From an optimization exercise on the open Yosys and OpenROAD flow, aimed at small area; shortcuts taken in it are not production practice.
Where RTL was checked, it was by simulation tests only, not by an equivalence proof against the original.
Power figures rest on the tool's default switching activity, not on a simulated workload.

==> 10-28 <==
// tpumac
module tpumac
 #(parameter BITS_AB=8,
   parameter BITS_C=16)
  (
   input clk, rst_n, WrEn, en,
   input signed [BITS_AB-1:0] Ain,
   input signed [BITS_AB-1:0] Bin,
   input signed [BITS_C-1:0] Cin,
   output reg signed [BITS_AB-1:0] Aout,
   output reg signed [BITS_AB-1:0] Bout,
   output reg signed [BITS_C-1:0] Cout
  );
==> flow/config.mk <==
export PLATFORM = sky130hd
export DESIGN_NAME = tpumac
export DESIGN_NICKNAME = tpumac
export VERILOG_FILES = /design/flow/design.v
export SDC_FILE = /design/flow/constraint.sdc
export NUM_CORES = 4
export LEC_CHECK = 0
export CAP_MARGIN = 20
export CORE_MARGIN = 2
export CORE_UTILIZATION = 70
export GPL_TIMING_DRIVEN = 0
export SLEW_MARGIN = 20
==> flow/constraint.sdc <==
create_clock -name core_clock -period 5.2 [get_ports {clk}]
set_input_delay 1.0400 -clock core_clock [delete_from_list [all_inputs] [get_ports {clk}]]
set_output_delay 1.0400 -clock core_clock [all_outputs]
set_load 0.01 [all_outputs]
standard.sh (not shown) runs the stock make flow with config.mk's settings and CLKGATE_MAP_FILE= SYNTH_SCRIPT=/design/flow/synth_recipe.tcl, a recipe that flattens the netlist after the stock synthesis.
==> flow/flow/run.sh <==
#!/bin/bash
# Own layout flow: the standard synthesis is run unchanged (it names the registers), then
# its combinational mapping is replaced by flow/netlist.v, the same circuit as rtl/tpumac.sv
# mapped cell for cell by gen/gen.py, after checking that both have the same registers (name
# and cell type). The rest is the standard layout, with the port buffers made of buf_1.
set -euo pipefail
R=orfs/results/${FLOW_PLATFORM}/tpumac/base
bash standard.sh synth > run_synth.log 2>&1
python3 flow/swap.py "$R/1_2_yosys.v" flow/netlist.v > run_swap.log 2>&1
rm -f "$R/1_synth.odb" "$R/1_synth.sdc"
export BUFFER_PORTS_ARGS="-buffer_cell sky130_fd_sc_hd__buf_1"
export CTS_ARGS="-sink_clustering_enable -repair_clock_nets -dont_use_dummy_load -root_buf sky130_fd_sc_hd__clkbuf_4 -buf_list {sky130_fd_sc_hd__clkbuf_4}"
bash standard.sh finish > run_finish.log 2>&1
Other scripts of this flow, unchanged in this note and not shown: flow/flow/netlist.v, flow/flow/swap.py
==> 06-19 (differences from 10-28) <==
--- a/flow/config.mk
+++ b/flow/config.mk
@@ -8,5 +8,5 @@
 export CAP_MARGIN = 20
 export CORE_MARGIN = 2
-export CORE_UTILIZATION = 70
+export CORE_UTILIZATION = 65
 export GPL_TIMING_DRIVEN = 0
 export SLEW_MARGIN = 20
==> summary.txt <==
- Multi-input logic area: 0.00199 mm^2
- Outcome: finished clean
- Placed cell area: 0.00319 mm^2
- Peak Freq: 204 MHz
- Clock-pin slew on the worst setup and hold paths: 0.11 ns
- Fill count: 264
- CP Cell Sequence: buf_1 -> and2b_1 -> and2_1 -> a22oi_1 -> xnor2_1 -> fa_1 -> fa_1 -> fa_1 -> or2_1 -> fa_1 -> inv_1 -> nand2_1 -> o21ai_1 -> a21oi_1 -> inv_1 -> nand2_1 -> xnor2_1
- Layout cell share with drive strength beyond 1: 4.24%
- WL/cell: 17.2 um
- Seq/total area: 24.8%
the above is filed under 10-28

==> summary.txt <==
- Fill count: 336
- CP Cell Sequence: buf_1 -> and2b_1 -> and2_1 -> nand2_1 -> xnor2_1 -> fa_1 -> fa_1 -> fa_1 -> fa_1 -> fa_1 -> nor2_1 -> nand2_1 -> inv_1 -> a21oi_1 -> inv_1 -> nand2_1 -> xnor2_1
- Peak Freq: 204 MHz
- Multi-input logic area: 0.00199 mm^2
- Seq/total area: 24.8%
- Clock-pin slew on the worst setup and hold paths: 0.09 ns
- Layout cell share with drive strength beyond 1: 3.94%
- Outcome: finished clean
- Placed cell area: 0.00319 mm^2
- WL/cell: 15.9 um
the above is filed under 06-19


==> wip/lagoon: inputs <==
tpumac, a different RTL version from the one above (not shown whole).
==> flow/config.mk <==
export PLATFORM = sky130hd
export DESIGN_NAME = tpumac
export DESIGN_NICKNAME = tpumac
export VERILOG_FILES = /design/flow/design.v
export SDC_FILE = /design/flow/constraint.sdc
export NUM_CORES = 4
export LEC_CHECK = 0
export CAP_MARGIN = 20
export CORE_MARGIN = 2
export CORE_UTILIZATION = 40
export GPL_TIMING_DRIVEN = 0
export SLEW_MARGIN = 20
==> flow/constraint.sdc <==
create_clock -name core_clock -period 5.2 [get_ports {clk}]
set_input_delay 1.0400 -clock core_clock [delete_from_list [all_inputs] [get_ports {clk}]]
set_output_delay 1.0400 -clock core_clock [all_outputs]
set_load 0.01 [all_outputs]
==> flow/flow/run.sh <==
#!/bin/bash
# Own layout flow: the standard synthesis is run unchanged (it names the registers), then
# its combinational mapping is replaced by flow/netlist.v, the same circuit as rtl/tpumac.sv
# mapped cell for cell by gen/gen.py, after checking that both have the same registers (name
# and cell type). The rest is the standard layout, with the port buffers made of buf_1.
set -euo pipefail
R=orfs/results/${FLOW_PLATFORM}/tpumac/base
bash standard.sh synth > run_synth.log 2>&1
python3 flow/swap.py "$R/1_2_yosys.v" flow/netlist.v > run_swap.log 2>&1
rm -f "$R/1_synth.odb" "$R/1_synth.sdc"
export BUFFER_PORTS_ARGS="-buffer_cell sky130_fd_sc_hd__buf_1"
bash standard.sh finish > run_finish.log 2>&1
Other scripts of this flow, unchanged in this note and not shown: flow/flow/netlist.v, flow/flow/swap.py
==> wip/violet: changes against wip/lagoon <==
--- a/flow/flow/run.sh
+++ b/flow/flow/run.sh
@@ -9,4 +9,5 @@
 python3 flow/swap.py "$R/1_2_yosys.v" flow/netlist.v > run_swap.log 2>&1
 rm -f "$R/1_synth.odb" "$R/1_synth.sdc"
 export BUFFER_PORTS_ARGS="-buffer_cell sky130_fd_sc_hd__buf_1"
+export CTS_ARGS="-sink_clustering_enable -repair_clock_nets -dont_use_dummy_load -sink_clustering_size 32 -sink_clustering_max_diameter 200 -buf_list {sky130_fd_sc_hd__clkbuf_4 sky130_fd_sc_hd__clkbuf_8}"
 bash standard.sh finish > run_finish.log 2>&1
==> comparison table <==
| metric | wip/violet | wip/lagoon |
|---|---|---|
| Required time reported for the critical path endpoint | 5.41 ns | 5.42 ns |
| Worst hold slack | 0.486 ns | 0.486 ns |
| Clock power frac | 9.5% | 14.1% |
| Int Pwr | 0.988 mW | 1.07 mW |
| Result of the run | complete, no violations | complete, no violations |
| Signal buf overhead | 8.16% | 8.03% |
| Power Density | 497 nW/um2 | 515 nW/um2 |
| Total power | 1.84 mW | 1.93 mW |
| Overall via count from detail_route | 2272 | 2281 |
| Final non-filler cell total | 468 | 471 |
| Layout filler cell count | 735 | 727 |
| Fraction of final layout cells with drive strength greater than 1 | 5.74% | 6.50% |
| Transition at the pin with the smallest max-transition slack | 0.764 ns | 0.756 ns |
| Fraction of standard cell area that is sequential | 21.7% | 21.3% |
| Layout Utilization | 47.8% | 48.6% |
| Mean number of vias per cell | 4.85 | 4.84 |
Function was not checked in any run of this note: the RTL went through the layout flow alone.

what the ideal ports hide:
The flow's constraints put no driver on any port. The routed layouts listed below were extracted and timed again, unchanged, in two steps.
Step 1 (the two cells are an assumption about what drives the block):
set clk [get_ports {clk}]
set_driving_cell -lib_cell sky130_fd_sc_hd__clkbuf_16 $clk
set_driving_cell -lib_cell sky130_fd_sc_hd__buf_2 [delete_from_list [all_inputs] $clk]
Step 2 times the ports against the registers' clock, not the clock port: input delays grow and output delays shrink by t, the midpoint of the rising clock arrivals with the driver on.
Three values: ideal ports, drivers, drivers and shift; two values: the first two.
run	t, ns	setup slack, ns	worst register clock-pin slew, ns
10-28	0.337	0.296 / 0.298 / -0.038	0.11 / 0.11
06-19	0.349	0.300 / 0.304 / -0.044	0.11 / 0.11
wip/lagoon	0.320	0.356 / 0.367 / 0.047	0.08 / 0.08
wip/violet	0.314	0.346 / 0.358 / 0.044	0.07 / 0.07
Met with ideal ports but missed after step 2: setup timing in 10-28 and 06-19. The setup slack of 06-19, which loses most, moves by +0.004 ns with the drivers and by -0.344 ns with both steps.
